This is an optimization exercise on Yosys and OpenROAD, whose aim is small area and a short achievable clock period, not a production implementation.
RTL that was checked went through simulation tests only; none was proved equivalent to the original.
The RTL of runs 2 to 4 was laid out without a check of its function.
No activity file was given, so power comes from the tool's default toggle rates.

$ cat design/flow/run.sh
#!/bin/bash
# synth_recipe.tcl (not shown) runs the flow's synth.tcl, then flattens the netlist and writes it again
# the make line also repeats each setting of config.mk as NAME=value (left out here)
make -C /OpenROAD-flow-scripts/flow DESIGN_CONFIG=/design/flow/config.mk WORK_HOME=/design/flow/orfs CLKGATE_MAP_FILE= SYNTH_SCRIPT=/design/flow/synth_recipe.tcl finish
$ cat design/flow/config.mk
export PLATFORM = sky130hd
export DESIGN_NAME = FourBitBP
export DESIGN_NICKNAME = FourBitBP
export VERILOG_FILES = /design/flow/design.v
export SDC_FILE = /design/flow/constraint.sdc
export NUM_CORES = 4
export LEC_CHECK = 0
export CAP_MARGIN = 20
export CORE_MARGIN = 2
export CORE_UTILIZATION = 40
export SLEW_MARGIN = 20
$ cat design/flow/constraint.sdc
create_clock -name core_clock -period 6.0 [get_ports {clk}]
set_input_delay 1.2000 -clock core_clock [delete_from_list [all_inputs] [get_ports {clk}]]
set_output_delay 1.2000 -clock core_clock [all_outputs]
set_load 0.01 [all_outputs]
$ cat design/flow/design.v
`timescale 1ns / 1ps
module FourBitBP(
    input clk,
    input [2:0] branchID,
    input outcome,
    input reset,
    output reg miss
    );
    integer i;
    reg [3:0] BHT [7:0];        
    reg [1:0] Counters [127:0];             
    always @ (posedge clk)
    begin
    if(reset == 1)
    begin
    for(i=0;i<128;i=i+1)                    
    begin
        if(i < 8)
            BHT[i] <= 4'b0000;
        Counters[i] <= 2'b00;
    end
    miss <= 0;
    end
    else
    begin
    if(Counters[{branchID,BHT[branchID]}][1] == outcome)             
    begin
        miss <= 0;
        if(outcome == 0 && Counters[{branchID,BHT[branchID]}] == 2'b01)
            Counters[{branchID,BHT[branchID]}] <= 2'b00;
        if(outcome == 1 && Counters[{branchID,BHT[branchID]}] == 2'b10)
            Counters[{branchID,BHT[branchID]}] <= 2'b11;
        BHT[branchID] <= {BHT[branchID][2], BHT[branchID][1], BHT[branchID][0], outcome};    
    end
    if(Counters[{branchID,BHT[branchID]}][1] != outcome)             
    begin
        miss <= 1;
        if(outcome == 0)                                                
            Counters[{branchID,BHT[branchID]}] <= Counters[{branchID,BHT[branchID]}] - 2'b01;    
        if(outcome == 1)
            Counters[{branchID,BHT[branchID]}] <= Counters[{branchID,BHT[branchID]}] + 2'b01;
        BHT[branchID] <= {BHT[branchID][2], BHT[branchID][1], BHT[branchID][0], outcome};
    end        
    end
  end
endmodule
==> impl_metrics.env, run 1 <==
export IMPL_crit_top_cell="buf_4"
export IMPL_async_flop_share_pct=0
export IMPL_holdBufCountCts=0
export IMPL_synth_edf_count=256
export IMPL_n_antenna_cell=0
export IMPL_arrival_ps=6160
export IMPL_fin_ws_ps=159
export IMPL_path_class="in -> reg"
export IMPL_drive_gt1_share_pct=26.7
export IMPL_antenna_found_initial=0
export IMPL_critPathCaptureType="flip-flop"
export IMPL_critPathRequiredTime_ps=6320
export IMPL_detail_route_vias_per_cell=5.80
export IMPL_place_area_um2=17200
export IMPL_irDropWorstVdd_v=0.000196
export IMPL_grt_use_met1_pct=34.2
export IMPL_ys_flop_type="edfxtp_1"
export IMPL_vias=11700
export IMPL_finalCriticalPeriod_ps=5840
export IMPL_synth_fp_nets=1364
export IMPL_clockBufferDepth=3
export IMPL_hp_class="reg -> reg"
export IMPL_fin_nets=1500
export IMPL_fin_area_um2=18300
export IMPL_grtUsageMet3_pct=4.16
export IMPL_r2r_slack_ps=1240
export IMPL_synth_avg_cell_area_um2=11.1
export IMPL_drtIter0Drc=1246
export IMPL_clk_pin_slew_ps=60
export IMPL_max_cap_violations=0
export IMPL_io_pins=7
export IMPL_ys_seq_elements=289
export IMPL_cp_max_fo=16
export IMPL_initial_core_util_pct=40.3
export IMPL_port_buffers=6
export IMPL_grt_pass1_vias=11900
export IMPL_reg2reg_to="Counters[115][0]$_SDFFCE_PN0P_"
export IMPL_fin_util_pct=49.0
export IMPL_yosys_warnings=2
export IMPL_hold_violations=0
export IMPL_gp_congestion=0.986
export IMPL_ant_nets=0
export IMPL_grt_max_degree=78
export IMPL_stdcell_count=2024
export IMPL_status="finished clean"
export IMPL_coreArea_um2=37400
export IMPL_synth_distinct_cells=65
export IMPL_die_h_um=198
export IMPL_regToRegStartpoint="BHT[6][1]$_SDFFE_PP0N_"
export IMPL_worst_pin_slew_ps=901
export IMPL_busiest_layer="met2"
export IMPL_power_density_nw_per_um2=271
export IMPL_cp_endpoint="Counters[115][0]$_SDFFCE_PN0P_"
export IMPL_nFillCells=3381
export IMPL_tritoncts="yes"
export IMPL_leakagePower_nw=6.33
export IMPL_cts_made_buffers=34
export IMPL_dpl_cell_count=1963
export IMPL_ys_seq_area_share_pct=55.4
export IMPL_cts_sinks=289
export IMPL_cts_htree_levels=2
export IMPL_synth_cells=1354
export IMPL_dp_hpwl_um=35600
export IMPL_drc=0
export IMPL_dieArea_um2=39200
export IMPL_grt_usage_pct=25.5
export IMPL_grt_remaining_overflow=0
export IMPL_dr_pass1_iters=6
export IMPL_use_met2_pct=41.4
export IMPL_setup_viol=0
export IMPL_slew_viol_final=0
export IMPL_final_period_utilization_pct=97.4
export IMPL_critPathLaunch="branchID[1]"
export IMPL_syn_area_um2=15100
export IMPL_clk_latency_ps=520
export IMPL_r2r_cells=21
export IMPL_critPathMaxStageDelay_ps=500
export IMPL_avgRoutedWirePerCell_um=24.3
export IMPL_root_buffer="clkbuf_16"
export IMPL_finalSetupTns_ps=0
export IMPL_finClkSkew_ps=15.1
export IMPL_row_count=71
export IMPL_finalWirelength_um=49100
export IMPL_pre_cts_slack_ps=-697
export IMPL_area_delta_synth_final_pct=21.8
export IMPL_max_slew_margin_pct=39.6
export IMPL_die_w_um=198
export IMPL_fmax_mhz=171
export IMPL_cp_start_kind="primary input"
export IMPL_cp_slowest_cell="clkdlybuf4s50_1"
export IMPL_grt_first_pass_wirelength_um=74200
## Yosys cell counts, types with 4 or more instances
master	count	share of area [%]
a221o_1	4	0.27
buf_6	15	1.1
nor2_1	203	5.1
a21oi_1	30	1.0
nand2_1	153	3.8
inv_1	7	0.17
buf_2	20	0.66
a2111oi_0	4	0.23
nand2b_1	20	0.83
buf_4	12	0.60
a22o_1	6	0.35
nor4_1	8	0.33
nand4_1	10	0.42
mux2_2	10	0.75
edfxtp_1	256	51
o211ai_1	4	0.20
a221oi_1	5	0.29
a22oi_1	18	0.90
dfxtp_1	33	4.4
o21ai_0	19	0.63
o2bb2ai_1	4	0.23
clkbuf_1	66	1.6
a32oi_1	16	0.93
nand3_1	41	1.4
ha_1	4	0.33
buf_1	11	0.27
a211oi_1	9	0.45
a21o_1	33	1.6
nor3_2	75	5.0
nor3_1	33	1.1
nor2b_1	4	0.17
mux4_2	7	1.0
mux2i_1	69	4.6
o21bai_1	85	4.2
nor4_2	16	1.3
## routing by layer
| metal | share of wire (%) | routed length (um) | vias to the layer above |
|---|---|---|---|
| met2 | 47 | 23200 | 522 |
| met1 | 41 | 20200 | 5809 |
| li1 | - | - | 5284 |
| met4 | 4.0 | 1960 | 0 |
| met5 | 0 | 0 | - |
| met3 | 7.6 | 3750 | 133 |
## critical path, delay by kind of cell
| family | cells | cell delay, ps |
|---|---|---|
| compound gates | 6 | 850 |
| fa+ha+maj | 1 | 210 |
| buf+inv | 10 | 1990 |
| mux | 2 | 400 |
| simple gates | 6 | 1460 |
## registers in the layout, summed over array words and instances, names as in the netlist
signal / count
BHT: 32
miss: 1
Counters: 256
## worst min path at each step
stage	startpoint	to	slack, ps	depth (start not counted)
6_report	BHT[7][2]$_SDFFE_PP0N_	BHT[7][2]$_SDFFE_PP0N_	480	2
4_1_cts	BHT[7][2]$_SDFFE_PP0N_	BHT[7][2]$_SDFFE_PP0N_	480	2
3_3_place_gp	BHT[0][3]$_SDFF_PP0_	BHT[0][3]$_SDFF_PP0_	460	2
2_1_floorplan	BHT[0][2]$_SDFF_PP0_	BHT[0][3]$_SDFF_PP0_	440	2
3_5_place_dp	BHT[7][2]$_SDFFE_PP0N_	BHT[7][2]$_SDFFE_PP0N_	480	2
5_1_grt	BHT[2][0]$_SDFFE_PP0P_	BHT[2][1]$_SDFFE_PP0N_	500	2
## logic make-up (layout without fill, tap and decap cells)
| family | Yosys count | count (layout) | share of synthesized area (%) |
|---|---|---|---|
| fa+ha+maj | 4 | 4 | 0.332 |
| compound gates | 265 | 265 | 13.0 |
| simple gates | 578 | 578 | 20.3 |
| buf+inv | 131 | 290 | 4.48 |
| mux | 87 | 87 | 6.47 |
| flops | 289 | 289 | 55.4 |
## what timing repair did
item / in CTS / in global routing
cloned: 0 / 0
endpoints found under the setup margin: 142 / 435
pin swaps: 0 / 2
resized for setup: 1 / 13
buffers inserted: 0 / 2
## cells in the final DEF, fill, tap and decap left out, drive strengths merged, types with 41 or more instances in the layout
master / synthesis / final
nor2: 204 / 204
nand3: 41 / 41
nand2: 153 / 153
mux2i: 70 / 70
edfxtp: 256 / 256
nor3: 108 / 108
o21bai: 85 / 85
clkbuf: 66 / 41
buf: 58 / 219
## area by class of cell
type / count / area (um^2) / share of cell area [%]
inverters: 7 / 26.3 / 0.143
clock inverters: 18 / 191 / 1.04
flip-flops and latches: 289 / 8350 / 45.5
multi-input cells: 934 / 6160 / 33.6
clock buffers: 41 / 898 / 4.90
repair buffers: 224 / 2070 / 11.3
well taps: 511 / 639 / 3.49
## metrics by stage
step	total power [mW]	hold WS, ps
floorplan	2.64	444
global route	5.11	503
detailed placement	2.92	478
CTS	4.98	483
finish	4.97	480
global placement	2.92	461
## power breakdown
group / total, mW / switching (mW) / internal [mW]
clock network: 2.07 / 0.829 / 1.24
registers: 2.27 / 0.0262 / 2.25
logic: 0.629 / 0.390 / 0.239
==> inputs of run 2 (changes only) <==
==> design/flow/design.v (replaced) <==
module FourBitBP(
    input clk,
    input [2:0] branchID,
    input outcome,
    input reset,
    output reg miss
    );
    reg [3:0] BHT [0:7];
    reg [1:0] Counters [0:127];
    wire [1:0] cb [0:7];
    genvar b, j;
    generate
        for (b = 0; b < 8; b = b + 1) begin : g_rd
            assign cb[b] = Counters[{b[2:0], BHT[b]}];
        end
    endgenerate
    wire [1:0] c = cb[branchID];
    wire [1:0] nc = reset ? 2'b00 :
                    {(c[1] & c[0]) | (outcome & (c[1] | c[0])),
                     (c[1] & ~c[0]) | (outcome & (c[1] | ~c[0]))};
    always @(posedge clk) begin
        miss <= ~reset & (c[1] ^ outcome);
    end
    generate
        for (b = 0; b < 8; b = b + 1) begin : g_bht
            always @(posedge clk) begin
                if (reset)
                    BHT[b] <= 4'b0000;
                else if (branchID == b)
                    BHT[b] <= {BHT[b][2:0], outcome};
            end
            for (j = 0; j < 16; j = j + 1) begin : g_cnt
                always @(posedge clk) begin
                    if (reset | ((branchID == b) & (BHT[b] == j)))
                        Counters[b*16+j] <= nc;
                end
            end
        end
    endgenerate
endmodule
==> run 2 against run 1 <==
  * Critical path depth is 16 lower
  * Core utilization is 4.6 points lower
  * Die area is 12% lower
  * Register-to-register slack better by 900 ps
  * Via count is 26% lower
  * Cell area is 21% lower
  * First-iteration DRC count is 43% lower
  * Global-route usage is 8.5 points lower
  * Sequential power is 9.7% higher
  * Critical endpoint is now Counters[25][0]$_DFFE_PP_
==> impl_metrics.env, run 2 <==
export IMPL_layout_common_cells="256 x edfxtp_1, 166 x nand2_1, 107 x o21ai_0"
export IMPL_hp_class="reg -> reg"
export IMPL_root_buffer="clkbuf_16"
export IMPL_setup_viol=0
export IMPL_synth_avg_cell_area_um2=11.8
export IMPL_cts_htree_levels=1
export IMPL_grt_pass1_vias=8494
export IMPL_arrival_ps=4380
export IMPL_fin_nets=1082
export IMPL_die_w_um=185
export IMPL_n_antenna_cell=0
export IMPL_finClkSkew_ps=20.4
export IMPL_vias=8719
export IMPL_dp_hpwl_um=17700
export IMPL_power_density_nw_per_um2=312
export IMPL_critPathLaunch="branchID[2]"
export IMPL_port_buffers=6
export IMPL_regToRegStartpoint="BHT[4][3]$_SDFFE_PP0P_"
export IMPL_coreArea_um2=32500
export IMPL_die_h_um=185
export IMPL_tritoncts="yes"
export IMPL_max_cap_violations=0
export IMPL_fin_util_pct=44.4
export IMPL_hold_violations=0
export IMPL_ys_seq_elements=289
export IMPL_synth_common_cells="256 x edfxtp_1, 166 x nand2_1, 107 x o21ai_0"
export IMPL_avgRoutedWirePerCell_um=18.8
export IMPL_row_count=66
export IMPL_status="finished clean"
export IMPL_syn_area_um2=13200
export IMPL_synth_distinct_cells=79
export IMPL_clk_latency_ps=560
export IMPL_clockBufferDepth=3
export IMPL_whs_ps=667
export IMPL_gp_congestion=0.801
export IMPL_finalCriticalPeriod_ps=4130
export IMPL_reg_top3="Counters: 256 flops, BHT: 32 flops, miss: 1 flops"
export IMPL_worst_pin_slew_ps=918
export IMPL_clk_pin_slew_ps=60
export IMPL_synth_top_area_share_pct=58.4
export IMPL_finalSetupTns_ps=0
export IMPL_regMostFlops="Counters"
export IMPL_dr_pass1_iters=7
export IMPL_drtIter0Drc=715
export IMPL_path_class="in -> reg"
export IMPL_synth_cells=1119
export IMPL_ant_nets=0
export IMPL_synth_area_leaders="edfxtp_1 58%, dfxtp_1 5.0%, nand2_1 4.7%"
export IMPL_postCtsSetupBuffers=0
export IMPL_mostFrequentLayoutCell="edfxtp_1"
export IMPL_final_period_utilization_pct=68.8
export IMPL_critPathRequiredTime_ps=6250
export IMPL_ys_flop_type="edfxtp_1"
export IMPL_critPathCaptureType="flip-flop"
export IMPL_ctsResizeCount=0
export IMPL_initial_core_util_pct=40.6
export IMPL_drc=0
export IMPL_async_flop_share_pct=0
export IMPL_cts_sinks=289
export IMPL_largest_reg_flops=256
export IMPL_worstHoldStart="BHT[1][2]$_SDFFE_PP0P_"
export IMPL_holdBufCountCts=0
export IMPL_antenna_found_initial=0
export IMPL_cp_start_kind="primary input"
export IMPL_fmax_mhz=242
export IMPL_power_mw=4.50
export IMPL_finalWirelength_um=29000
export IMPL_synth_edf_count=256
export IMPL_irDropWorstVdd_v=0.000216
export IMPL_ys_seq_area_share_pct=63.4
export IMPL_grt_first_pass_wirelength_um=46800
export IMPL_detail_route_vias_per_cell=5.65
export IMPL_grt_remaining_overflow=0
export IMPL_yosys_warnings=3
export IMPL_cp_max_fo=76
export IMPL_max_slew_margin_pct=38.7
export IMPL_rsz0062_at_grt="false"
export IMPL_dieArea_um2=34400
export IMPL_synth_most_common_cell="edfxtp_1"
export IMPL_slew_viol_final=0
export IMPL_io_pins=7
export IMPL_leakagePower_nw=4.65
export IMPL_cts_made_buffers=30
export IMPL_grt_max_degree=81
export IMPL_drive_gt1_share_pct=8.73
export IMPL_synth_fp_nets=1125
export IMPL_synth_top_area_cell="edfxtp_1"
export IMPL_area_delta_synth_final_pct=9.49
export IMPL_grt_usage_pct=17.0
run 2: per-stage QoR:
| step | std cells | worst slack [ps] | area, um^2 |
|---|---|---|---|
| 4_1_cts | 1542 | 1840 | 14400 |
| 2_1_floorplan | 1119 | 851 | 13200 |
| 6_report | 1542 | 1870 | 14400 |
| 5_1_grt | 1542 | 1600 | 14400 |
| 3_5_place_dp | 1486 | 1280 | 13500 |
| 3_3_place_gp | 1486 | 1370 | 13500 |
run 2: cell families (layout without fill, tap and decap cells):
family	count (synthesis)	in the layout	share of synthesized area, %
flops	289	289	63.4
simple gates	379	379	14.5
compound gates	289	289	14.1
buf+inv	111	92	3.56
fa+ha+maj	1	1	0.0855
mux	50	50	4.37
run 2: layout make-up:
cell class	count	area, um^2
fill	2917	18000
sequential	289	8350
multi-input combinational	719	4370
clock buffer	45	877
tap	442	553
timing repair buffer	17	138
inverter	19	72.6
clock inverter	11	62.6
run 2: report_power, final:
| part | switching (mW) | total (mW) | internal (mW) |
|---|---|---|---|
| clock network | 0.755 | 1.76 | 1.00 |
| logic | 0.179 | 0.255 | 0.0755 |
| registers | 0.0580 | 2.49 | 2.43 |
run 2: critical path, stage by stage:
cell and delay [ps]:
clkdlybuf4s50_1 720, nor3_4 510, nand2_1 190, or3_1 380, o22ai_1 220, a21oi_2 70
maj3_2 330, nor2_4 90, buf_4 610
run 2: worst paths after layout:
path / slack [ps] / end / depth (start not counted)
setup / recovery: 1870 / Counters[25][0]$_DFFE_PP_ / 9
setup reg to reg: 2140 / Counters[40][1]$_DFFE_PP_ / 9
hold / removal: 670 / BHT[1][3]$_SDFFE_PP0P_ / 3
hold reg to reg: 670 / BHT[1][3]$_SDFFE_PP0P_ / 3
run 2: per-layer routing:
metal / up-vias / share of wire (%) / GRT usage (%)
met3: 45 / 4.1 / 2.27
met5: - / 0 / 0
met1: 4326 / 45 / 23.3
met4: 0 / 1.9 / 4.22
li1: 4148 / - / -
met2: 200 / 49 / 28.5
==> inputs of run 3 (changes only) <==
==> design/flow/design.v (replaced) <==
module FourBitBP(
    input clk,
    input [2:0] branchID,
    input outcome,
    input reset,
    output reg miss
    );
    reg [3:0] BHT [0:7];
    reg [1:0] Counters [0:127];
    reg       rst_r;             
    reg [2:0] bid_r;             
    reg [3:0] h_r;               
    reg [1:0] c_r;               
    reg       o_r;               
    wire [1:0] nc_r = {(c_r[1] & c_r[0]) | (o_r & (c_r[1] | c_r[0])),
                       (c_r[1] & ~c_r[0]) | (o_r & (c_r[1] | ~c_r[0]))};
    wire       self_r = (h_r == {4{o_r}});
    wire [1:0] cb [0:7];
    genvar b, j;
    generate
        for (b = 0; b < 8; b = b + 1) begin : g_rd
            assign cb[b] = rst_r ? 2'b00 :
                           (self_r && bid_r == b) ? nc_r :
                           Counters[{b[2:0], BHT[b]}];
        end
    endgenerate
    wire [1:0] c = cb[branchID];
    always @(posedge clk) begin
        miss  <= ~reset & (c[1] ^ outcome);
        rst_r <= reset;
        bid_r <= branchID;
        h_r   <= BHT[branchID];
        c_r   <= c;
        o_r   <= outcome;
    end
    generate
        for (b = 0; b < 8; b = b + 1) begin : g_bht
            always @(posedge clk) begin
                if (reset)
                    BHT[b] <= 4'b0000;
                else if (branchID == b)
                    BHT[b] <= {BHT[b][2:0], outcome};
            end
            for (j = 0; j < 16; j = j + 1) begin : g_cnt
                always @(posedge clk) begin
                    if (rst_r)
                        Counters[b*16+j] <= 2'b00;
                    else if (bid_r == b && h_r == j)
                        Counters[b*16+j] <= nc_r;
                end
            end
        end
    endgenerate
endmodule
--- a/design/flow/config.mk
+++ b/design/flow/config.mk
@@ -5,7 +5,9 @@
 export SDC_FILE = /design/flow/constraint.sdc
 export NUM_CORES = 4
 export LEC_CHECK = 0
+export ABC_CLOCK_PERIOD_IN_PS = 2300
 export CAP_MARGIN = 20
 export CORE_MARGIN = 2
 export CORE_UTILIZATION = 40
+export SETUP_SLACK_MARGIN = 3.7
 export SLEW_MARGIN = 20
==> run 3 against run 2 <==
  * Cell count increased by 48%
  * Hold slack got worse by 210 ps
  * Register-to-register slack improved by 1400 ps
  * Synthesized cell count increased by 69%
  * First-iteration DRC count increased by 69%
  * Largest cell class is now multi-input gates
  * Combinational power about the same
  * Cell area increased by 14%
  * Clock power increased by about 20%
  * Area after synthesis increased by 11%
==> impl_metrics.env, run 3 <==
export IMPL_coreArea_um2=36300
export IMPL_max_cap_violations=0
export IMPL_ant_nets=0
export IMPL_r2r_slack_ps=3530
export IMPL_dp_hpwl_um=25600
export IMPL_ys_seq_elements=300
export IMPL_grt_pass1_vias=12400
export IMPL_yosys_warnings=3
export IMPL_finalCriticalPeriod_ps=2470
export IMPL_synth_common_cells="313 x nand2_1, 300 x dfxtp_1, 206 x a21oi_1, 206 x nor2_1, 171 x clkbuf_1"
export IMPL_drive_gt1_share_pct=12.1
export IMPL_clk_pin_slew_ps=60
export IMPL_fin_area_um2=16500
export IMPL_initial_core_util_pct=40.3
export IMPL_layout_common_cells="312 x nand2_1, 268 x dfxtp_1, 205 x a21oi_1"
export IMPL_area_delta_synth_final_pct=12.9
export IMPL_rsz0062_at_grt="true"
export IMPL_whs_ps=452
export IMPL_arrival_ps=2860
export IMPL_die_h_um=195
export IMPL_place_area_um2=14700
export IMPL_detail_route_vias_per_cell=5.85
export IMPL_reg_top3="Counters: 256 flops, BHT: 32 flops, h_r: 4 flops"
export IMPL_regMostFlops="Counters"
export IMPL_grt_usage_pct=22.9
export IMPL_crit_chain="or4_4 -> mux2_4 -> o221ai_2 -> a31oi_2 -> nor4_2 -> nor4b_4 -> or3_1 -> a21oi_1"
export IMPL_clockBufferDepth=3
export IMPL_stdcell_count=2288
export IMPL_ys_flop_type="dfxtp_1"
export IMPL_tritoncts="yes"
export IMPL_drc=0
export IMPL_fin_nets=1801
export IMPL_seq_area_um2=6070
export IMPL_cts_sinks=300
export IMPL_grtUsageMet3_pct=4.63
export IMPL_dpl_cell_count=2190
export IMPL_cp_top_family="simple AND/OR/NAND/NOR gates"
export IMPL_finalSetupTns_ps=0
export IMPL_die_w_um=195
export IMPL_finalWirelength_um=44600
export IMPL_port_buffers=6
export IMPL_root_buffer="clkbuf_16"
export IMPL_grt_first_pass_wirelength_um=69800
export IMPL_status="finished clean"
export IMPL_drtIter0Drc=1206
export IMPL_dr_pass1_iters=5
export IMPL_slew_viol_final=0
export IMPL_hold_violations=0
export IMPL_worst_pin_slew_ps=1060
export IMPL_async_flop_share_pct=0
export IMPL_setup_viol=0
export IMPL_cp_start_kind="flip-flop"
export IMPL_regToRegStartpoint="h_r[0]$_DFF_P_"
export IMPL_r2r_cells=8
export IMPL_grt_remaining_overflow=0
export IMPL_irDropWorstVdd_v=0.000186
export IMPL_hp_class="reg -> reg"
export IMPL_cts_htree_levels=2
export IMPL_avgRoutedWirePerCell_um=19.5
export IMPL_reg2reg_to="miss$_DFF_P_"
export IMPL_critPathMaxStageDelay_ps=540
export IMPL_synth_fp_nets=1899
export IMPL_grt_use_met1_pct=30.5
export IMPL_power_density_nw_per_um2=267
export IMPL_busiest_layer="met2"
export IMPL_clk_latency_ps=520
export IMPL_synth_edf_count=0
export IMPL_synth_area_leaders="dfxtp_1 41%, mux2i_1 11%, nand2_1 8.0%"
export IMPL_fmax_mhz=404
export IMPL_synth_avg_cell_area_um2=7.72
export IMPL_critPathRequiredTime_ps=6380
export IMPL_synth_top_area_cell="dfxtp_1"
export IMPL_syn_area_um2=14600
export IMPL_leakagePower_nw=5.89
export IMPL_use_met2_pct=36.7
export IMPL_finClkSkew_ps=10.4
export IMPL_cp_max_fo=6
export IMPL_cts_made_buffers=35
export IMPL_dieArea_um2=38100
export IMPL_crit_buf_inv=0
export IMPL_max_slew_margin_pct=29.4
export IMPL_largest_reg_flops=256
export IMPL_cp_slowest_cell="or4_4"
export IMPL_hold_end="Counters[48][0]$_SDFFE_PP0P_"
export IMPL_mostFrequentLayoutCell="nand2_1"
export IMPL_gp_congestion=0.879
export IMPL_critPathLaunch="h_r[0]$_DFF_P_"
export IMPL_final_period_utilization_pct=41.2
export IMPL_worstHoldStart="Counters[48][0]$_SDFFE_PP0P_"
export IMPL_synth_distinct_cells=72
export IMPL_row_count=70
export IMPL_synth_cells=1893
export IMPL_grt_max_degree=75
export IMPL_nFillCells=3629
export IMPL_io_pins=7
export IMPL_holdBufCountCts=0
export IMPL_critPathCaptureType="flip-flop"
export IMPL_path_class="reg -> reg"
export IMPL_multiInputGateArea_um2=8160
export IMPL_vias=13400
export IMPL_synth_most_common_cell="nand2_1"
export IMPL_ys_seq_area_share_pct=41.1
export IMPL_synth_top_area_share_pct=41.1
export IMPL_antenna_found_initial=2
export IMPL_whs_path_depth=2
-- run 3: cell types whose count changed after synthesis, sizes merged, moves of 18 or more --
cell	before	now
a21oi	49	206
buf	41	23
clkbuf	51	171
dfxtp	33	300
edfxtp	256	0
mux2i	29	158
nand2	166	313
nand3	49	110
nor2	36	206
o31ai	29	5
-- run 3: how the worst max path moves through the flow --
stage | end | slack (ps) | cells after the start
3_5_place_dp | miss$_DFF_P_ | 1850 | 8
6_report | miss$_DFF_P_ | 3530 | 8
4_1_cts | c_r[0]$_DFF_P_ | 3530 | 8
5_1_grt | miss$_DFF_P_ | 3440 | 9
2_1_floorplan | miss$_DFF_P_ | 3420 | 9
3_3_place_gp | miss$_DFF_P_ | 1890 | 8
-- run 3: layer usage --
metal,vias up,part of all wire [%]
li1,6396,-
met1,6469,45
met2,421,45
met3,100,7.0
met4,0,3.5
met5,-,0
-- run 3: logic make-up after synthesis --
logic type                 after synthesis  synth area share [%]
AOI/OAI and AO/OA                      443                  17.3
xor gates and xnor gates                 2                 0.120
adders and majority gates                2                 0.137
buffers and inverters                  212                  5.59
DFF                                    300                  41.1
muxes                                  174                  12.2
and+or+nand+nor                        760                  23.5
-- run 3: worst reg2reg max path, stage by stage (launching register included) --
cell and delay (ps):
dfxtp_4 340, or4_4 540, mux2_4 350, o221ai_2 210, a31oi_2 90, nor4_2 300
nor4b_4 300, or3_1 150, a21oi_1 60
-- run 3: per-stage QoR --
| stage | worst slack, ps | total power [mW] | utilization [%] |
|---|---|---|---|
| after CTS | 3530 | 4.41 | 44.9 |
| after detailed placement | 1850 | 2.29 | 40.7 |
| after global routing | 3440 | 4.52 | 45.5 |
| final | 3530 | 4.40 | 45.5 |
| after global placement | 1890 | 2.28 | 40.7 |
| after floorplan | 3420 | 2.22 | - |
-- run 3: area by class of cell --
cell class / count / share of cell area [%]
inverters: 18 / 0.417
diodes: 1 / 0.0152
repair buffers: 55 / 2.81
multi-input cells: 1385 / 49.5
clock buffers: 57 / 6.62
clock inverters: 4 / 0.288
well taps: 468 / 3.55
flip-flops and latches: 300 / 36.8
-- run 3: repair_timing --
action / in CTS / in global routing
hold endpoints to repair: 0 / 0
buffers inserted: 22 / 10
setup endpoints to repair: 193 / 78
gates resized for setup: 91 / 32
gates cloned: 4 / 0
pin swaps: 14 / 13
-- run 3: where the power goes --
part | internal, mW | switching, mW
sequential | 2.00 | 0.0340
combinational | 0.0709 | 0.182
clock | 1.28 | 0.831
total | 3.35 | 1.05
==> inputs of run 4 (changes only) <==
==> design/flow/config.mk (replaced) <==
export PLATFORM = sky130hd
export DESIGN_NAME = FourBitBP
export DESIGN_NICKNAME = FourBitBP
export VERILOG_FILES = /design/flow/design.v
export SDC_FILE = /design/flow/constraint.sdc
export NUM_CORES = 4
export LEC_CHECK = 0
export CAP_MARGIN = 20
export CORE_MARGIN = 2
export CORE_UTILIZATION = 40
export SLEW_MARGIN = 20
==> run 4 against run 3 <==
  * Still clean on timing, DRC and antenna
  * Wire length down 5.6%
  * Combinational power down 15%
  * Non-clock buffer count decreased by 33
==> impl_metrics.env, run 4 <==
export IMPL_status="finished clean"
export IMPL_power_density_nw_per_um2=273
export IMPL_synth_avg_cell_area_um2=7.72
export IMPL_dr_pass1_iters=7
export IMPL_synth_top_area_cell="dfxtp_1"
export IMPL_async_flop_share_pct=0
export IMPL_gp_congestion=0.889
export IMPL_irDropWorstVdd_v=0.000215
export IMPL_critPathRequiredTime_ps=6450
export IMPL_p_comb_share_pct=5.0
export IMPL_r2r_cells=7
export IMPL_finClkSkew_ps=13.8
export IMPL_synth_common_cells="313 x nand2_1, 300 x dfxtp_1, 206 x a21oi_1, 206 x nor2_1, 171 x clkbuf_1"
export IMPL_detail_route_vias_per_cell=5.75
export IMPL_drtIter0Drc=1418
export IMPL_cts_made_buffers=34
export IMPL_finalSetupTns_ps=0
export IMPL_power_frac_seq_pct=46.8
export IMPL_hp_class="reg -> reg"
export IMPL_slew_viol_final=0
export IMPL_grt_usage_pct=21.8
export IMPL_area_delta_synth_final_pct=8.44
export IMPL_fin_util_pct=43.7
export IMPL_finalCriticalPeriod_ps=3690
export IMPL_ys_seq_elements=300
export IMPL_root_buffer="clkbuf_16"
export IMPL_swShare_pct=23.9
export IMPL_grt_first_pass_wirelength_um=66500
export IMPL_io_pins=7
export IMPL_clk_pin_slew_ps=60
export IMPL_avgRoutedWirePerCell_um=18.7
export IMPL_synth_edf_count=0
export IMPL_path_class="in -> reg"
export IMPL_cp_max_fo=14
export IMPL_antenna_found_initial=3
export IMPL_fin_nets=1763
export IMPL_vias=12900
export IMPL_largest_reg_flops=256
export IMPL_synth_most_common_cell="nand2_1"
export IMPL_ant_nets=0
export IMPL_reg_top3="Counters: 256 flops, BHT: 32 flops, h_r: 4 flops"
export IMPL_max_slew_margin_pct=22.3
export IMPL_regToRegStartpoint="h_r[1]$_DFF_P_"
export IMPL_cp_start_kind="primary input"
export IMPL_regMostFlops="Counters"
export IMPL_row_count=70
export IMPL_port_buffers=6
export IMPL_clock_power_share_pct=48.2
export IMPL_synth_cells=1893
export IMPL_clk_latency_ps=520
export IMPL_syn_area_um2=14600
export IMPL_coreArea_um2=36300
export IMPL_synth_distinct_cells=72
export IMPL_arrival_ps=4140
export IMPL_ys_seq_area_share_pct=41.1
export IMPL_synth_fp_nets=1899
export IMPL_yosys_warnings=3
export IMPL_die_h_um=195
export IMPL_final_period_utilization_pct=61.5
export IMPL_worstHoldStart="Counters[44][1]$_SDFFE_PP0P_"
export IMPL_cts_sinks=300
export IMPL_tritoncts="yes"
export IMPL_hold_end="Counters[44][1]$_SDFFE_PP0P_"
export IMPL_cts_htree_levels=2
export IMPL_layout_common_cells="313 x nand2_1, 299 x dfxtp_1, 206 x a21oi_1"
export IMPL_holdBufCountCts=0
export IMPL_fmax_mhz=271
export IMPL_drive_gt1_share_pct=6.40
export IMPL_r2r_slack_ps=2540
export IMPL_power_mw=4.33
export IMPL_critPathCaptureType="flip-flop"
export IMPL_ys_flop_type="dfxtp_1"
export IMPL_dieArea_um2=38100
export IMPL_initial_core_util_pct=40.3
export IMPL_mostFrequentLayoutCell="nand2_1"
export IMPL_die_w_um=195
export IMPL_clockBufferDepth=3
export IMPL_ctsResizeCount=0
export IMPL_synth_top_area_share_pct=41.1
export IMPL_rsz0062_at_grt="false"
export IMPL_grt_max_degree=97
export IMPL_leakagePower_nw=5.62
export IMPL_max_cap_violations=0
export IMPL_finalWirelength_um=42100
export IMPL_grt_pass1_vias=12000
export IMPL_switchingPower_mw=1.03
export IMPL_reg2reg_to="c_r[0]$_DFF_P_"
export IMPL_drc=0
export IMPL_worst_pin_slew_ps=1160
export IMPL_setup_viol=0
export IMPL_whs_path_depth=2
export IMPL_hold_violations=0
export IMPL_dp_hpwl_um=25400
export IMPL_p_int_mw=3.30
export IMPL_grt_remaining_overflow=0
export IMPL_postCtsSetupBuffers=0
export IMPL_synth_area_leaders="dfxtp_1 41%, mux2i_1 11%, nand2_1 8.0%"
==> run 4: cell types whose count changed in the layout (fill, tap and decap cells not counted), sizes merged <==
cell / change
inv: +3
clkbuf: -9
bufinv: +1
clkdlybuf4s50: +4
clkinv: +4
clkinvlp: -1
maj3: -4
clkdlybuf4s15: -1
buf: -36
==> run 4: power by group through the flow <==
stage | Combinational [mW] | Clock, mW | Sequential (mW)
2_1_floorplan | 0.164 | 0 | 2.05
3_3_place_gp | 0.211 | 0 | 2.07
3_5_place_dp | 0.212 | 0 | 2.07
4_1_cts | 0.213 | 2.12 | 2.02
5_1_grt | 0.231 | 2.20 | 2.03
6_report | 0.215 | 2.09 | 2.03
==> run 4: metrics by stage <==
step                      setup slack, ps  instance area [um^2]  cells  hold slack (ps)
final                                2310                 15800   2249              450
after floorplan                      3050                 14600   1893              431
after global placement               1890                 14700   2188              439
after CTS                            2350                 15800   2247              452
after global routing                 2130                 15800   2248              469
after detailed placement             1820                 14700   2188              444
==> run 4: layout make-up <==
class	count	area (um^2)
Tap cell	468	586
Antenna cell	1	2.50
Timing Repair Buffer	22	188
Clock buffer	48	995
Multi-Input combinational cell	1381	7880
Fill cell	3651	20400
Sequential cell	300	6010
Clock inverter	11	116
Inverter	18	67.6
==> run 4: kinds of logic after synthesis <==
family / Yosys count / synth area share (%)
and+or+nand+nor: 760 / 23.5
AOI/OAI and AO/OA: 443 / 17.3
DFF: 300 / 41.1
buffers and inverters: 212 / 5.59
muxes: 174 / 12.2
xor gates and xnor gates: 2 / 0.120
adders and majority gates: 2 / 0.137
==> run 4: critical path, stage by stage <==
cell,delay (ps)
clkdlybuf4s50_1,730
nor2b_1,290
nor2b_1,680
o21ai_0,200
o31ai_1,410
nor4b_4,100
or3_1,360
a21oi_1,150
==> run 4: how the worst max path moves through the flow <==
stage / from / end / cells past startpoint
after detailed placement: branchID[1] / miss$_DFF_P_ / 8
after CTS: branchID[1] / miss$_DFF_P_ / 8
after global placement: branchID[1] / miss$_DFF_P_ / 8
after global routing: branchID[1] / miss$_DFF_P_ / 8
after floorplan: branchID[1] / miss$_DFF_P_ / 10
final: branchID[1] / miss$_DFF_P_ / 8
==> run 4: metal layers <==
| layer | vias to the layer above | track usage (%) | routed length, um |
|---|---|---|---|
| met5 | - | 0.894 | 57 |
| met4 | 4 | 8.48 | 1440 |
| met3 | 97 | 3.94 | 2870 |
| met2 | 389 | 34.3 | 18600 |
| met1 | 6131 | 29.7 | 19100 |
| li1 | 6312 | - | - |
==> inputs of run 5 (changes only) <==
==> design/flow/design.v (replaced) <==
module FourBitBP(
    input clk,
    input [2:0] branchID,
    input outcome,
    input reset,
    output reg miss
    );
    reg [3:0] BHT [0:7];
    reg [1:0] Counters [0:127];
    reg       rst_r;             
    reg [2:0] bid_r;             
    reg [3:0] h_r;               
    reg [1:0] c_r;               
    reg       o_r;               
    reg       self_r;            
    wire [1:0] wd_r = rst_r ? 2'b00 :
                      {(c_r[1] & c_r[0]) | (o_r & (c_r[1] | c_r[0])),
                       (c_r[1] & ~c_r[0]) | (o_r & (c_r[1] | ~c_r[0]))};
    wire [7:0]  we_b;
    wire [15:0] we_h;
    wire [1:0]  cb [0:7];
    genvar b, j;
    generate
        for (b = 0; b < 8; b = b + 1) begin : g_rd
            assign we_b[b] = rst_r | (bid_r == b);
            assign cb[b] = (rst_r | (self_r & (bid_r == b))) ? wd_r :
                           Counters[{b[2:0], BHT[b]}];
        end
        for (j = 0; j < 16; j = j + 1) begin : g_weh
            assign we_h[j] = rst_r | (h_r == j);
        end
    endgenerate
    wire [1:0] c = cb[branchID];
    wire [3:0] h = BHT[branchID];
    always @(posedge clk) begin
        miss   <= ~reset & (c[1] ^ outcome);
        rst_r  <= reset;
        bid_r  <= branchID;
        h_r    <= h;
        c_r    <= c;
        o_r    <= outcome;
        self_r <= (h == {4{outcome}});
    end
    generate
        for (b = 0; b < 8; b = b + 1) begin : g_bht
            always @(posedge clk) begin
                if (reset)
                    BHT[b] <= 4'b0000;
                else if (branchID == b)
                    BHT[b] <= {BHT[b][2:0], outcome};
            end
            for (j = 0; j < 16; j = j + 1) begin : g_cnt
                always @(posedge clk) begin
                    if (we_b[b] & we_h[j])
                        Counters[b*16+j] <= wd_r;
                end
            end
        end
    endgenerate
endmodule
--- a/design/flow/config.mk
+++ b/design/flow/config.mk
@@ -5,7 +5,9 @@
 export SDC_FILE = /design/flow/constraint.sdc
 export NUM_CORES = 4
 export LEC_CHECK = 0
+export ABC_CLOCK_PERIOD_IN_PS = 2300
 export CAP_MARGIN = 20
 export CORE_MARGIN = 2
 export CORE_UTILIZATION = 40
+export SETUP_SLACK_MARGIN = 3.7
 export SLEW_MARGIN = 20
==> run 5 against run 4 <==
  * Combinational power increased by 69%
  * Clock power hardly changed
  * Core utilization is 3.3 points higher
  * Hold slack better by 120 ps
  * Via count decreased by 31%
  * Sequential share of layout area increased by 18 points
  * Highest routed layer is now met4
  * Critical endpoint unchanged
  * Total power increased by 15%
  * Global-route usage is 3.1 points lower
  * Cell area fell by 2.8%
  * Register-to-register slack improved by 1000 ps
==> impl_metrics.env, run 5 <==
export IMPL_cp_start_kind="flip-flop"
export IMPL_path_class="reg -> reg"
export IMPL_ant_nets=0
export IMPL_n_antenna_cell=0
export IMPL_syn_area_um2=13400
export IMPL_ys_flop_type="edfxtp_1"
export IMPL_yosys_warnings=3
export IMPL_final_period_utilization_pct=40.6
export IMPL_synth_top_area_share_pct=57.4
export IMPL_finalCriticalPeriod_ps=2430
export IMPL_largest_reg_flops=256
export IMPL_holdBufCountCts=0
export IMPL_synth_top_area_cell="edfxtp_1"
export IMPL_ys_seq_area_share_pct=64.1
export IMPL_drc=0
export IMPL_grt_pass1_vias=8609
export IMPL_root_buffer="clkbuf_16"
export IMPL_critPathRequiredTime_ps=6440
export IMPL_status="finished clean"
export IMPL_slew_viol_final=0
export IMPL_antenna_found_initial=0
export IMPL_crit_chain="mux4_2 -> and2_1 -> o31ai_2 -> o221ai_1 -> nand4bb_4 -> mux2_4"
export IMPL_cts_sinks=301
export IMPL_p_int_mw=3.89
export IMPL_cts_made_buffers=31
export IMPL_initial_core_util_pct=40.8
export IMPL_grt_usage_pct=18.7
export IMPL_arrival_ps=2880
export IMPL_gp_congestion=0.889
export IMPL_avgRoutedWirePerCell_um=21.7
export IMPL_coreArea_um2=32800
export IMPL_mostFrequentLayoutCell="edfxtp_1"
export IMPL_max_slew_margin_pct=24.7
export IMPL_hp_class="reg -> reg"
export IMPL_worst_pin_slew_ps=1130
export IMPL_port_buffers=6
export IMPL_power_frac_seq_pct=51.0
export IMPL_clk_pin_slew_ps=70
export IMPL_ys_seq_elements=301
export IMPL_p_comb_share_pct=7.3
export IMPL_finClkSkew_ps=11.9
export IMPL_drtIter0Drc=1131
export IMPL_grt_max_degree=102
export IMPL_tritoncts="yes"
export IMPL_die_w_um=187
export IMPL_area_delta_synth_final_pct=15.1
export IMPL_synth_area_leaders="edfxtp_1 57%, dfxtp_1 6.7%, nor2_1 4.7%"
export IMPL_synth_distinct_cells=75
export IMPL_swShare_pct=22.1
export IMPL_reg_top3="Counters: 256 flops, BHT: 32 flops, h_r: 4 flops"
export IMPL_io_pins=7
export IMPL_fin_nets=1098
export IMPL_row_count=66
export IMPL_synth_edf_count=256
export IMPL_cp_slowest_cell="mux4_2"
export IMPL_vias=8982
export IMPL_switchingPower_mw=1.10
export IMPL_cp_max_fo=18
export IMPL_die_h_um=187
export IMPL_synth_common_cells="256 x edfxtp_1, 169 x nor2_1, 90 x nand2_1"
export IMPL_layout_common_cells="256 x edfxtp_1, 169 x nor2_1, 90 x nand2_1"
export IMPL_setup_viol=0
export IMPL_power_mw=5.00
export IMPL_grt_remaining_overflow=0
export IMPL_cts_htree_levels=1
export IMPL_async_flop_share_pct=0
export IMPL_nFillCells=2924
export IMPL_irDropWorstVdd_v=0.000283
export IMPL_power_density_nw_per_um2=324
export IMPL_synth_avg_cell_area_um2=12.3
export IMPL_clk_latency_ps=560
export IMPL_synth_most_common_cell="edfxtp_1"
export IMPL_synth_cells=1086
export IMPL_dr_pass1_iters=5
export IMPL_hold_violations=0
export IMPL_rsz0062_at_grt="true"
export IMPL_max_cap_violations=0
export IMPL_finalWirelength_um=33800
export IMPL_leakagePower_nw=5.10
export IMPL_clockBufferDepth=3
export IMPL_grt_first_pass_wirelength_um=50700
export IMPL_detail_route_vias_per_cell=5.77
export IMPL_critPathCaptureType="flip-flop"
export IMPL_dp_hpwl_um=20500
export IMPL_finalSetupTns_ps=0
export IMPL_fmax_mhz=411
export IMPL_regMostFlops="Counters"
export IMPL_dieArea_um2=35000
export IMPL_critPathMaxStageDelay_ps=520
export IMPL_fin_util_pct=47.0
export IMPL_clock_power_share_pct=41.7
export IMPL_drive_gt1_share_pct=19.3
export IMPL_synth_fp_nets=1092
==> run 5: worst max-delay path: cells and delay by family (launching register included) <==
kind / cells / cell delay (ps)
mux: 2 / 830
flops: 1 / 470
compound gates: 2 / 560
simple gates: 2 / 450
==> run 5: final cells by class <==
cell class | instances | area (um^2) | share of cell area [%]
clock buffer | 38 | 842 | 5.46
timing repair buffer | 56 | 537 | 3.48
sequential | 301 | 8660 | 56.2
inverter | 17 | 63.8 | 0.414
tap | 442 | 553 | 3.59
multi-input combinational | 685 | 4480 | 29.0
clock inverter | 19 | 274 | 1.78
==> run 5: final timing paths <==
check | from | endpoint | slack (ps) | cells past startpoint
max reg2reg | BHT[5][0]$_SDFFE_PP0P_ | miss$_DFF_P_ | 3570 | 6
max | BHT[5][0]$_SDFFE_PP0P_ | miss$_DFF_P_ | 3570 | 6
min reg2reg | BHT[0][3]$_SDFFE_PP0N_ | BHT[0][3]$_SDFFE_PP0N_ | 570 | 2
min | BHT[0][3]$_SDFFE_PP0N_ | BHT[0][3]$_SDFFE_PP0N_ | 570 | 2
==> run 5: repair_timing <==
action | CTS | global route
buffers inserted | 17 | 10
pin swaps | 13 | 15
endpoints found under the setup margin | 183 | 106
gates cloned | 1 | 1
gates resized for setup | 72 | 35
==> run 5: layer usage <==
layer / wire (um) / vias to the layer above / GRT usage (%)
met5: 0 / - / 0
met4: 1040 / 0 / 6.65
met3: 2110 / 61 / 2.59
met2: 16100 / 322 / 30.8
met1: 14600 / 4485 / 25.5
li1: - / 4114 / -
==> run 5: power by group through the flow <==
| stage | Clock, mW | Sequential (mW) | Combinational, mW |
|---|---|---|---|
| finish | 2.08 | 2.55 | 0.363 |
| global placement | 0 | 2.60 | 0.333 |
| global route | 2.18 | 2.56 | 0.394 |
| CTS | 2.11 | 2.55 | 0.353 |
| floorplan | 0 | 2.57 | 0.228 |
| detailed placement | 0 | 2.60 | 0.338 |
==> run 5: kinds of logic after synthesis <==
group	share of synthesized area, %
and+or+nand+nor	14.7
DFF	64.1
AOI/OAI and AO/OA	11.0
buffers and inverters	3.95
muxes	6.14
==> run 5: per-stage QoR <==
step / instances / worst slack [ps] / instance area, um^2 / hold WS [ps]
after floorplan: 1086 / 3110 / 13500 / 592
after global placement: 1472 / 2180 / 13800 / 640
after detailed placement: 1472 / 2140 / 13800 / 658
after CTS: 1547 / 3470 / 15200 / 565
after global routing: 1558 / 3510 / 15400 / 589
final: 1558 / 3570 / 15400 / 566
==> inputs of run 6 (changes only) <==
--- a/design/flow/config.mk
+++ b/design/flow/config.mk
@@ -9,5 +9,6 @@
 export CAP_MARGIN = 20
 export CORE_MARGIN = 2
 export CORE_UTILIZATION = 40
+export CTS_BUF_LIST = sky130_fd_sc_hd__clkbuf_4
 export SETUP_SLACK_MARGIN = 3.7
 export SLEW_MARGIN = 20
==> run 6 against run 5 <==
  * Still clean on timing, DRC and antenna
  * Fmax grew 0.20%
  * Setup slack improved by 4.9 ps
  * Area after synthesis unchanged
==> impl_metrics.env, run 6 <==
export IMPL_reg_top3="Counters: 256 flops, BHT: 32 flops, h_r: 4 flops"
export IMPL_power_mw=4.63
export IMPL_mostFrequentLayoutCell="edfxtp_1"
export IMPL_synth_fp_nets=1092
export IMPL_dr_wl_met3_um=2330
export IMPL_p_int_mw=3.51
export IMPL_grt_remaining_overflow=0
export IMPL_drive_gt1_share_pct=23.3
export IMPL_crit_chain="mux4_2 -> and3_4 -> a2111oi_4 -> o221a_2 -> nand4bb_4 -> mux2_4"
export IMPL_clk_latency_ps=690
export IMPL_initial_core_util_pct=40.8
export IMPL_async_flop_share_pct=0
export IMPL_path_class="reg -> reg"
export IMPL_io_pins=7
export IMPL_synth_area_leaders="edfxtp_1 57%, dfxtp_1 6.7%, nor2_1 4.7%"
export IMPL_finalWirelength_um=34600
export IMPL_layout_common_cells="256 x edfxtp_1, 169 x nor2_1, 108 x clkbuf_4"
export IMPL_synth_distinct_cells=75
export IMPL_antenna_found_initial=1
export IMPL_synth_top_area_cell="edfxtp_1"
export IMPL_ys_flop_type="edfxtp_1"
export IMPL_multiInputGateArea_um2=4470
export IMPL_clock_power_share_pct=37.2
export IMPL_clk_pin_slew_ps=70
export IMPL_vias=9264
export IMPL_cp_slowest_cell="mux4_2"
export IMPL_cts_made_buffers=76
export IMPL_hp_class="reg -> reg"
export IMPL_arrival_ps=2980
export IMPL_worst_pin_slew_ps=1100
export IMPL_avgRoutedWirePerCell_um=21.2
export IMPL_cts_htree_levels=3
export IMPL_ys_seq_area_share_pct=64.1
export IMPL_cp_max_fo=19
export IMPL_row_count=66
export IMPL_power_density_nw_per_um2=305
export IMPL_root_buffer="clkbuf_4"
export IMPL_highest_layer="met4"
export IMPL_synth_edf_count=256
export IMPL_leakagePower_nw=5.09
export IMPL_critPathMaxStageDelay_ps=530
export IMPL_max_cap_violations=0
export IMPL_whs_ps=571
export IMPL_drc=0
export IMPL_nFillCells=3003
export IMPL_max_slew_margin_pct=26.8
export IMPL_status="finished clean"
export IMPL_die_h_um=187
export IMPL_crit_buf_inv=0
export IMPL_area_delta_synth_final_pct=13.4
export IMPL_holdBufCountCts=0
export IMPL_slew_viol_final=0
export IMPL_wl_met1_um=14500
export IMPL_synth_avg_cell_area_um2=12.3
export IMPL_synth_cells=1086
export IMPL_coreArea_um2=32800
export IMPL_fin_nets=1138
export IMPL_switchingPower_mw=1.12
export IMPL_worstHoldStart="BHT[0][3]$_SDFFE_PP0N_"
export IMPL_final_period_utilization_pct=40.5
export IMPL_fin_area_um2=15200
export IMPL_r2r_cells=6
export IMPL_detail_route_vias_per_cell=5.68
export IMPL_gp_congestion=0.889
export IMPL_seq_area_um2=8670
export IMPL_hold_end="BHT[0][3]$_SDFFE_PP0N_"
export IMPL_cts_sinks=301
export IMPL_finalSetupTns_ps=0
export IMPL_ys_seq_elements=301
export IMPL_swShare_pct=24.3
export IMPL_drtIter0Drc=1025
export IMPL_die_w_um=187
export IMPL_synth_common_cells="256 x edfxtp_1, 169 x nor2_1, 90 x nand2_1"
export IMPL_cp_start_kind="flip-flop"
export IMPL_p_comb_share_pct=7.8
export IMPL_synth_most_common_cell="edfxtp_1"
export IMPL_rsz0062_at_grt="true"
export IMPL_place_area_um2=13800
export IMPL_grt_usage_pct=19.3
export IMPL_wl_met2_um=16200
export IMPL_fmax_mhz=412
export IMPL_whs_path_depth=2
export IMPL_dpl_cell_count=1472
export IMPL_cp_top_family="multiplexers"
export IMPL_reg2reg_to="miss$_DFF_P_"
export IMPL_port_buffers=6
export IMPL_regToRegStartpoint="BHT[4][0]$_SDFFE_PP0P_"
export IMPL_irDropWorstVdd_v=0.000165
export IMPL_r2r_slack_ps=3570
export IMPL_power_frac_seq_pct=55.0
export IMPL_regMostFlops="Counters"
export IMPL_dieArea_um2=35000
export IMPL_critPathCaptureType="flip-flop"
export IMPL_hold_violations=0
export IMPL_grt_max_degree=102
export IMPL_finalCriticalPeriod_ps=2430
export IMPL_tritoncts="yes"
export IMPL_yosys_warnings=3
export IMPL_clockBufferDepth=3
export IMPL_setup_viol=0
export IMPL_synth_top_area_share_pct=57.4
export IMPL_ant_nets=0
export IMPL_stdcell_count=1630
export IMPL_grt_pass1_vias=9115
export IMPL_dp_hpwl_um=20500
export IMPL_finClkSkew_ps=40.3
export IMPL_dr_pass1_iters=5
export IMPL_grt_first_pass_wirelength_um=51800
export IMPL_critPathRequiredTime_ps=6550
export IMPL_largest_reg_flops=256
export IMPL_syn_area_um2=13400
-- run 6: final cells by class --
type / instances / area share (%)
Antenna cell: 1 / 0.0165
Clock buffer: 108 / 5.34
Clock inverter: 25 / 1.00
Inverter: 17 / 0.445
Multi-Input combinational cell: 686 / 29.4
Sequential cell: 301 / 57.1
Tap cell: 442 / 3.64
Timing Repair Buffer: 50 / 3.04
-- run 6: how the worst max path moves through the flow --
stage               slack [ps]                    from      endpoint  cells past startpoint
finish                    3570  BHT[4][0]$_SDFFE_PP0P_  miss$_DFF_P_                      6
global route              3490  BHT[4][0]$_SDFFE_PP0P_  miss$_DFF_P_                      6
detailed placement        2140             branchID[2]  miss$_DFF_P_                      8
CTS                       3430  BHT[4][0]$_SDFFE_PP0P_  miss$_DFF_P_                      6
floorplan                 3110           rst_r$_DFF_P_  miss$_DFF_P_                      8
global placement          2180             branchID[2]  miss$_DFF_P_                      8
-- run 6: cell families after synthesis --
logic type	after synthesis	share of synthesized area (%)
AOI/OAI and AO/OA	215	11.0
buffers and inverters	100	3.95
DFF	301	64.1
muxes	67	6.14
and+or+nand+nor	403	14.7
-- run 6: what timing repair did --
item / 4_1_cts / 5_1_grt
cloned: 1 / 1
pin swaps: 11 / 9
endpoints found under the hold margin: 0 / 0
setup buffers: 17 / 5
resized for setup: 71 / 38
endpoints found under the setup margin: 172 / 54
-- run 6: worst reg2reg max path: stages (launching register included) --
cell and delay [ps]:
dfxtp_4 490, mux4_2 530, and3_4 200, a2111oi_4 330, o221a_2 310, nand4bb_4 120, mux2_4 310
-- run 6: stage by stage --
stage                     setup WS (ps)  utilization [%]
after detailed placement           2140             42.0
final                              3570             46.3
after floorplan                    3110                -
after global routing               3490             46.3
after CTS                          3430             45.8
after global placement             2180             42.0
-- run 6: routing by layer --
layer / vias to the layer above / global-route usage [%]
met5: - / 0
met4: 0 / 10.3
met3: 91 / 3.96
met2: 363 / 30.8
met1: 4544 / 24.7
li1: 4266 / -
-- run 6: power by group through the flow --
stage	Combinational (mW)	Clock, mW	Sequential, mW
global placement	0.333	0	2.60
floorplan	0.228	0	2.57
CTS	0.352	1.77	2.55
detailed placement	0.338	0	2.60
global route	0.391	1.87	2.56
finish	0.361	1.73	2.55
==> inputs of run 7 (changes only) <==
--- a/design/flow/config.mk
+++ b/design/flow/config.mk
@@ -5,7 +5,7 @@
 export SDC_FILE = /design/flow/constraint.sdc
 export NUM_CORES = 4
 export LEC_CHECK = 0
-export ABC_CLOCK_PERIOD_IN_PS = 2300
+export ABC_AREA = 1
 export CAP_MARGIN = 20
 export CORE_MARGIN = 2
 export CORE_UTILIZATION = 40
==> run 7 against run 6 <==
  * Area after synthesis shrank 3.1%
  * Core utilization grew 0.46 points
  * Register-to-register slack gained 150 ps
  * Via count grew 5.6%
  * Sequential power is essentially flat
  * Critical path type is now reg -> out
  * Critical endpoint is now miss
==> impl_metrics.env, run 7 <==
export IMPL_final_period_utilization_pct=39.1
export IMPL_fin_ws_ps=3650
export IMPL_gp_congestion=0.957
export IMPL_synth_top_family_by_area="simple AND/OR/NAND/NOR gates"
export IMPL_grt_first_pass_wirelength_um=53300
export IMPL_dp_hpwl_um=22000
export IMPL_ys_seq_area_share_pct=66.2
export IMPL_cts_htree_levels=3
export IMPL_synth_fa_ha_area_share_pct=0
export IMPL_finClkSkew_ps=46.1
export IMPL_detail_route_vias_per_cell=5.35
export IMPL_synth_cells=1288
export IMPL_critPathCaptureType="output pin"
export IMPL_stdcell_count=1828
export IMPL_clockBufferDepth=3
export IMPL_synth_area_mux_share_pct=0
export IMPL_rsz0062_at_grt="true"
export IMPL_finalSetupTns_ps=0
export IMPL_port_buffers=6
export IMPL_finalCriticalPeriod_ps=2350
export IMPL_vias=9780
export IMPL_hold_end="BHT[0][2]$_SDFFE_PP0N_"
export IMPL_ys_flop_type="edfxtp_1"
export IMPL_async_flop_share_pct=0
export IMPL_path_class="reg -> out"
export IMPL_synth_fp_nets=1294
export IMPL_dpl_cell_count=1688
export IMPL_busiest_layer="met2"
export IMPL_row_count=65
export IMPL_dr_pass1_iters=6
export IMPL_grtUsageMet3_pct=4.05
export IMPL_hp_class="reg -> reg"
export IMPL_cp_max_fo=1
export IMPL_drc=0
export IMPL_clk_latency_ps=700
export IMPL_largest_reg_flops=256
export IMPL_synth_top_area_share_pct=59.2
export IMPL_regToRegStartpoint="bid_r[1]$_DFF_P_"
export IMPL_root_buffer="clkbuf_4"
export IMPL_coreArea_um2=31700
export IMPL_cts_made_buffers=77
export IMPL_die_h_um=184
export IMPL_pre_cts_slack_ps=2470
export IMPL_reg2reg_to="c_r[0]$_DFF_P_"
export IMPL_grt_max_degree=74
export IMPL_grt_use_met1_pct=27.7
export IMPL_holdBufCountCts=0
export IMPL_drtIter0Drc=771
export IMPL_synth_most_common_cell="nor2_1"
export IMPL_layout_common_cells="269 x nor2_1, 256 x edfxtp_1, 221 x nand3_1"
export IMPL_cp_slowest_cell="dfxtp_2"
export IMPL_slew_viol_final=0
export IMPL_place_area_um2=13700
export IMPL_antenna_found_initial=1
export IMPL_max_cap_violations=0
export IMPL_worstHoldStart="BHT[0][2]$_SDFFE_PP0N_"
export IMPL_cp_num_cells=1
export IMPL_mostFrequentLayoutCell="nor2_1"
export IMPL_cp_start_kind="flip-flop"
export IMPL_synth_distinct_cells=34
export IMPL_use_met2_pct=34.1
export IMPL_finalWirelength_um=35000
export IMPL_power_density_nw_per_um2=322
export IMPL_synth_compound_area_share_pct=4.53
export IMPL_synth_common_cells="274 x nor2_1, 256 x edfxtp_1, 225 x nand3_1"
export IMPL_critPathLaunch="miss$_DFF_P_"
export IMPL_crit_chain="buf_6"
export IMPL_fin_area_um2=14800
export IMPL_initial_core_util_pct=40.9
export IMPL_synth_edf_count=256
export IMPL_ant_nets=0
export IMPL_critPathRequiredTime_ps=4800
export IMPL_ys_seq_elements=301
export IMPL_setup_viol=0
export IMPL_reg_top3="Counters: 256 flops, BHT: 32 flops, h_r: 4 flops"
export IMPL_cp_top_family="flip-flops"
export IMPL_synthXorXnorAreaFrac_pct=0
export IMPL_io_pins=7
export IMPL_max_slew_margin_pct=19.9
export IMPL_grt_usage_pct=21.0
export IMPL_regMostFlops="Counters"
export IMPL_r2r_slack_ps=3720
export IMPL_status="finished clean"
export IMPL_fin_nets=1372
export IMPL_fmax_mhz=426
export IMPL_syn_area_um2=13000
export IMPL_drive_gt1_share_pct=15.2
export IMPL_hold_violations=0
export IMPL_arrival_ps=1150
export IMPL_area_delta_synth_final_pct=14.4
export IMPL_synth_avg_cell_area_um2=10.1
export IMPL_whs_path_depth=2
export IMPL_synth_area_leaders="edfxtp_1 59%, nand3_1 8.7%, nor2_1 7.9%"
export IMPL_clk_pin_slew_ps=60
export IMPL_yosys_area_share_simple_pct=25.6
export IMPL_critPathMaxStageDelay_ps=350
export IMPL_tritoncts="yes"
export IMPL_grt_pass1_vias=9716
export IMPL_whs_ps=512
export IMPL_r2r_cells=11
export IMPL_die_w_um=184
export IMPL_dieArea_um2=33900
export IMPL_grt_remaining_overflow=0
export IMPL_irDropWorstVdd_v=0.000127
export IMPL_crit_buf_inv=1
export IMPL_leakagePower_nw=5.84
export IMPL_yosys_warnings=3
export IMPL_synth_top_area_cell="edfxtp_1"
export IMPL_avgRoutedWirePerCell_um=19.1
export IMPL_worst_pin_slew_ps=1200
export IMPL_cts_sinks=301
export IMPL_nFillCells=3041
[run 7: changes by cell type in the layout (fill, tap and decap cells not counted), moves of 27 or more]
cell,delta
buf_4,-31
dfxtp_1,+27
inv_1,+79
mux2i_1,-33
nand2_1,+116
nand3_1,+201
nor2_1,+100
[run 7: repair_timing]
item / in CTS / in global routing
pin swaps: 1 / 0
resized for setup: 20 / 10
setup buffers: 1 / 0
endpoints found under the setup margin: 21 / 4
[run 7: final cells by class]
type	count	area (um^2)	area share, %
clock buffer	126	946	6.37
antenna	2	5.00	0.0337
tap	402	503	3.39
sequential	301	8600	57.9
inverter	112	433	2.92
clock inverter	11	95.1	0.641
timing repair buffer	14	129	0.868
multi-input combinational	860	4140	27.9
[run 7: through the flow]
stage | utilization [%] | power (mW)
after floorplan | - | 2.80
after global placement | 43.3 | 2.95
after detailed placement | 43.3 | 2.96
after CTS | 46.7 | 4.81
after global routing | 46.8 | 4.97
final | 46.8 | 4.77
[run 7: per-layer routing]
metal	part of all wire [%]	routed length [um]	vias to the layer above
met5	0	0	-
met4	2.5	861	0
met3	6.3	2190	60
met2	47	16500	313
met1	44	15400	4696
li1	-	-	4711
[run 7: how the worst max path moves through the flow]
| stage | to | slack (ps) |
|---|---|---|
| after floorplan | miss$_DFF_P_ | 3270 |
| after global placement | self_r$_DFF_P_ | 2510 |
| after detailed placement | self_r$_DFF_P_ | 2470 |
| after CTS | miss | 3610 |
| after global routing | miss | 3590 |
| final | miss | 3650 |
[run 7: cells by family after synthesis]
family / after synthesis
flops: 301
compound gates: 95
simple gates: 765
buf+inv: 127
[run 7: power breakdown]
part           internal, mW  total [mW]  switching (mW)
sequential             2.50        2.56          0.0588
clock                  1.03        1.86           0.831
combinational        0.0703       0.352           0.282
==> inputs of run 8 (changes only) <==
--- a/design/flow/config.mk
+++ b/design/flow/config.mk
@@ -5,10 +5,10 @@
 export SDC_FILE = /design/flow/constraint.sdc
 export NUM_CORES = 4
 export LEC_CHECK = 0
-export ABC_AREA = 1
+export ABC_CLOCK_PERIOD_IN_PS = 2300
 export CAP_MARGIN = 20
 export CORE_MARGIN = 2
-export CORE_UTILIZATION = 40
+export CORE_UTILIZATION = 65
 export CTS_BUF_LIST = sky130_fd_sc_hd__clkbuf_4
 export SETUP_SLACK_MARGIN = 3.7
 export SLEW_MARGIN = 20
==> run 8 against run 7 <==
  * Clock skew is 11 ps lower
  * Non-clock buffer count is 41 higher
  * Sequential share of layout area shrank 0.22 points
  * Fmax decreased by 2.9%
  * Register-to-register slack got worse by 130 ps
  * Critical path type is now in -> reg
  * Largest cell class unchanged
==> impl_metrics.env, run 8 <==
export IMPL_grt_usage_pct=31.2
export IMPL_cts_made_buffers=76
export IMPL_synth_cells=1086
export IMPL_coreArea_um2=20200
export IMPL_yosys_warnings=3
export IMPL_arrival_ps=2980
export IMPL_root_buffer="clkbuf_4"
export IMPL_clockBufferDepth=3
export IMPL_tritoncts="yes"
export IMPL_async_flop_share_pct=0
export IMPL_regMostFlops="Counters"
export IMPL_fin_nets=1144
export IMPL_holdBufCountCts=0
export IMPL_grt_max_degree=103
export IMPL_clk_latency_ps=680
export IMPL_fmax_mhz=414
export IMPL_synth_fp_nets=1092
export IMPL_r2r_slack_ps=3590
export IMPL_drive_gt1_share_pct=23.9
export IMPL_drc=0
export IMPL_avgRoutedWirePerCell_um=23.0
export IMPL_dr_pass1_iters=6
export IMPL_cp_start_kind="primary input"
export IMPL_grt_first_pass_wirelength_um=50900
export IMPL_regToRegStartpoint="BHT[1][0]$_SDFFE_PP0P_"
export IMPL_max_slew_margin_pct=22.2
export IMPL_io_pins=7
export IMPL_ant_nets=0
export IMPL_finClkSkew_ps=35.1
export IMPL_ys_flop_type="edfxtp_1"
export IMPL_finalSetupTns_ps=0
export IMPL_clk_pin_slew_ps=80
export IMPL_finalCriticalPeriod_ps=2420
export IMPL_dieArea_um2=21800
export IMPL_fin_ws_ps=3580
export IMPL_worstHoldStart="BHT[0][1]$_SDFFE_PP0N_"
export IMPL_vias=9457
export IMPL_rsz0062_at_grt="true"
export IMPL_critPathRequiredTime_ps=6560
export IMPL_slew_viol_final=0
export IMPL_gp_congestion=0.964
export IMPL_dp_hpwl_um=19800
export IMPL_synth_top_area_share_pct=57.4
export IMPL_mostFrequentLayoutCell="edfxtp_1"
export IMPL_die_h_um=148
export IMPL_grt_pass1_vias=8916
export IMPL_cts_sinks=301
export IMPL_synth_edf_count=256
export IMPL_detail_route_vias_per_cell=6.46
export IMPL_synth_most_common_cell="edfxtp_1"
export IMPL_setup_viol=0
export IMPL_cts_htree_levels=3
export IMPL_synth_common_cells="256 x edfxtp_1, 169 x nor2_1, 90 x nand2_1"
export IMPL_hold_violations=0
export IMPL_port_buffers=6
export IMPL_final_period_utilization_pct=40.3
export IMPL_ys_seq_area_share_pct=64.1
export IMPL_row_count=52
export IMPL_die_w_um=148
export IMPL_synth_distinct_cells=75
export IMPL_ys_seq_elements=301
export IMPL_power_density_nw_per_um2=309
export IMPL_antenna_found_initial=1
export IMPL_path_class="in -> reg"
export IMPL_largest_reg_flops=256
export IMPL_max_cap_violations=0
export IMPL_finalWirelength_um=33700
export IMPL_synth_avg_cell_area_um2=12.3
export IMPL_synth_area_leaders="edfxtp_1 57%, dfxtp_1 6.7%, nor2_1 4.7%"
export IMPL_hp_class="reg -> reg"
export IMPL_whs_ps=572
export IMPL_irDropWorstVdd_v=0.000217
export IMPL_nFillCells=1373
export IMPL_critPathLaunch="branchID[2]"
export IMPL_status="finished clean"
export IMPL_leakagePower_nw=5.13
export IMPL_critPathCaptureType="flip-flop"
export IMPL_synth_top_area_cell="edfxtp_1"
export IMPL_reg_top3="Counters: 256 flops, BHT: 32 flops, h_r: 4 flops"
export IMPL_initial_core_util_pct=66.2
export IMPL_area_delta_synth_final_pct=12.2
export IMPL_grt_remaining_overflow=0
export IMPL_pre_cts_slack_ps=2030
export IMPL_layout_common_cells="256 x edfxtp_1, 169 x nor2_1, 113 x clkbuf_4"
export IMPL_drtIter0Drc=936
export IMPL_cp_max_fo=15
export IMPL_worst_pin_slew_ps=1170
export IMPL_syn_area_um2=13400
run 8: changes by cell type after synthesis, moves of 26 or more:
cell / change
inv_1: -80
buf_2: +29
nor2_1: -105
mux2i_1: +33
nand2_1: -116
nand3_1: -205
o21ai_0: +26
run 8: layer usage:
layer,wire length (um),part of all wire (%),vias to the layer above,GRT usage (%)
met1,13800,41,4614,44.9
met3,3390,10,81,7.75
met5,0,0,-,0
li1,-,-,4260,-
met2,15500,46,502,46.6
met4,1060,3.1,0,12.4
run 8: timing repair:
| action | CTS | global route |
|---|---|---|
| cloned | 2 | 1 |
| gates resized for setup | 88 | 18 |
| pin swaps | 13 | 8 |
| setup endpoints to repair | 117 | 107 |
| buffers inserted | 26 | 4 |
run 8: worst paths after layout:
check / endpoint / depth (start not counted)
setup reg to reg: miss$_DFF_P_ / 7
setup / recovery: miss$_DFF_P_ / 8
hold reg to reg: BHT[0][1]$_SDFFE_PP0N_ / 2
hold / removal: BHT[0][1]$_SDFFE_PP0N_ / 2
run 8: cell families (layout without fill, tap and decap cells):
kind of cell | after synthesis | after routing | share of synthesized area [%]
DFF | 301 | 301 | 64.1
other | 0 | 1 | 0
muxes | 67 | 67 | 6.14
buffers and inverters | 100 | 205 | 3.95
and+or+nand+nor | 403 | 403 | 14.7
AOI/OAI and AO/OA | 215 | 217 | 11.0
run 8: per-stage QoR:
step | std cells | utilization (%) | power, mW | cell area (um^2)
after global routing | 1464 | 74.2 | 4.81 | 15000
after floorplan | 1086 | - | 2.80 | 13500
after CTS | 1458 | 73.7 | 4.65 | 14900
after global placement | 1297 | 66.9 | 2.93 | 13500
after detailed placement | 1297 | 66.9 | 2.93 | 13500
final | 1464 | 74.2 | 4.64 | 15000
run 8: report_power, final:
group | switching [mW] | internal (mW) | leakage [nW] | total, mW
Sequential | 0.0606 | 2.49 | 2.88 | 2.55
Combinational | 0.264 | 0.114 | 1.67 | 0.378
Clock | 0.802 | 0.905 | 0.578 | 1.71
Total | 1.13 | 3.51 | 5.13 | 4.64
run 8: critical path, cell delays in order:
cell and delay, ps:
buf_4 170, nor2_1 130, and2_1 280, o21ai_0 130, a311oi_1 450, nor2_1 180
nand4bb_4 140, mux2_4 290
run 8: cell type report:
cell class / instances / area (um^2) / area share (%)
diodes: 1 / 2.50 / 0.0167
clock buffers: 113 / 848 / 5.65
clock inverters: 20 / 109 / 0.725
inverters: 17 / 63.8 / 0.425
multi-input cells: 687 / 4480 / 29.8
flip-flops and latches: 301 / 8660 / 57.7
well taps: 270 / 338 / 2.25
repair buffers: 55 / 512 / 3.41

Setup slack of run 8, layout unchanged: 3.582 ns with ideal ports, 3.587 ns with driving cells assumed (clock clkbuf_16, inputs buf_2), 2.883 ns with port delays also shifted by the 0.704 ns mid clock arrival.
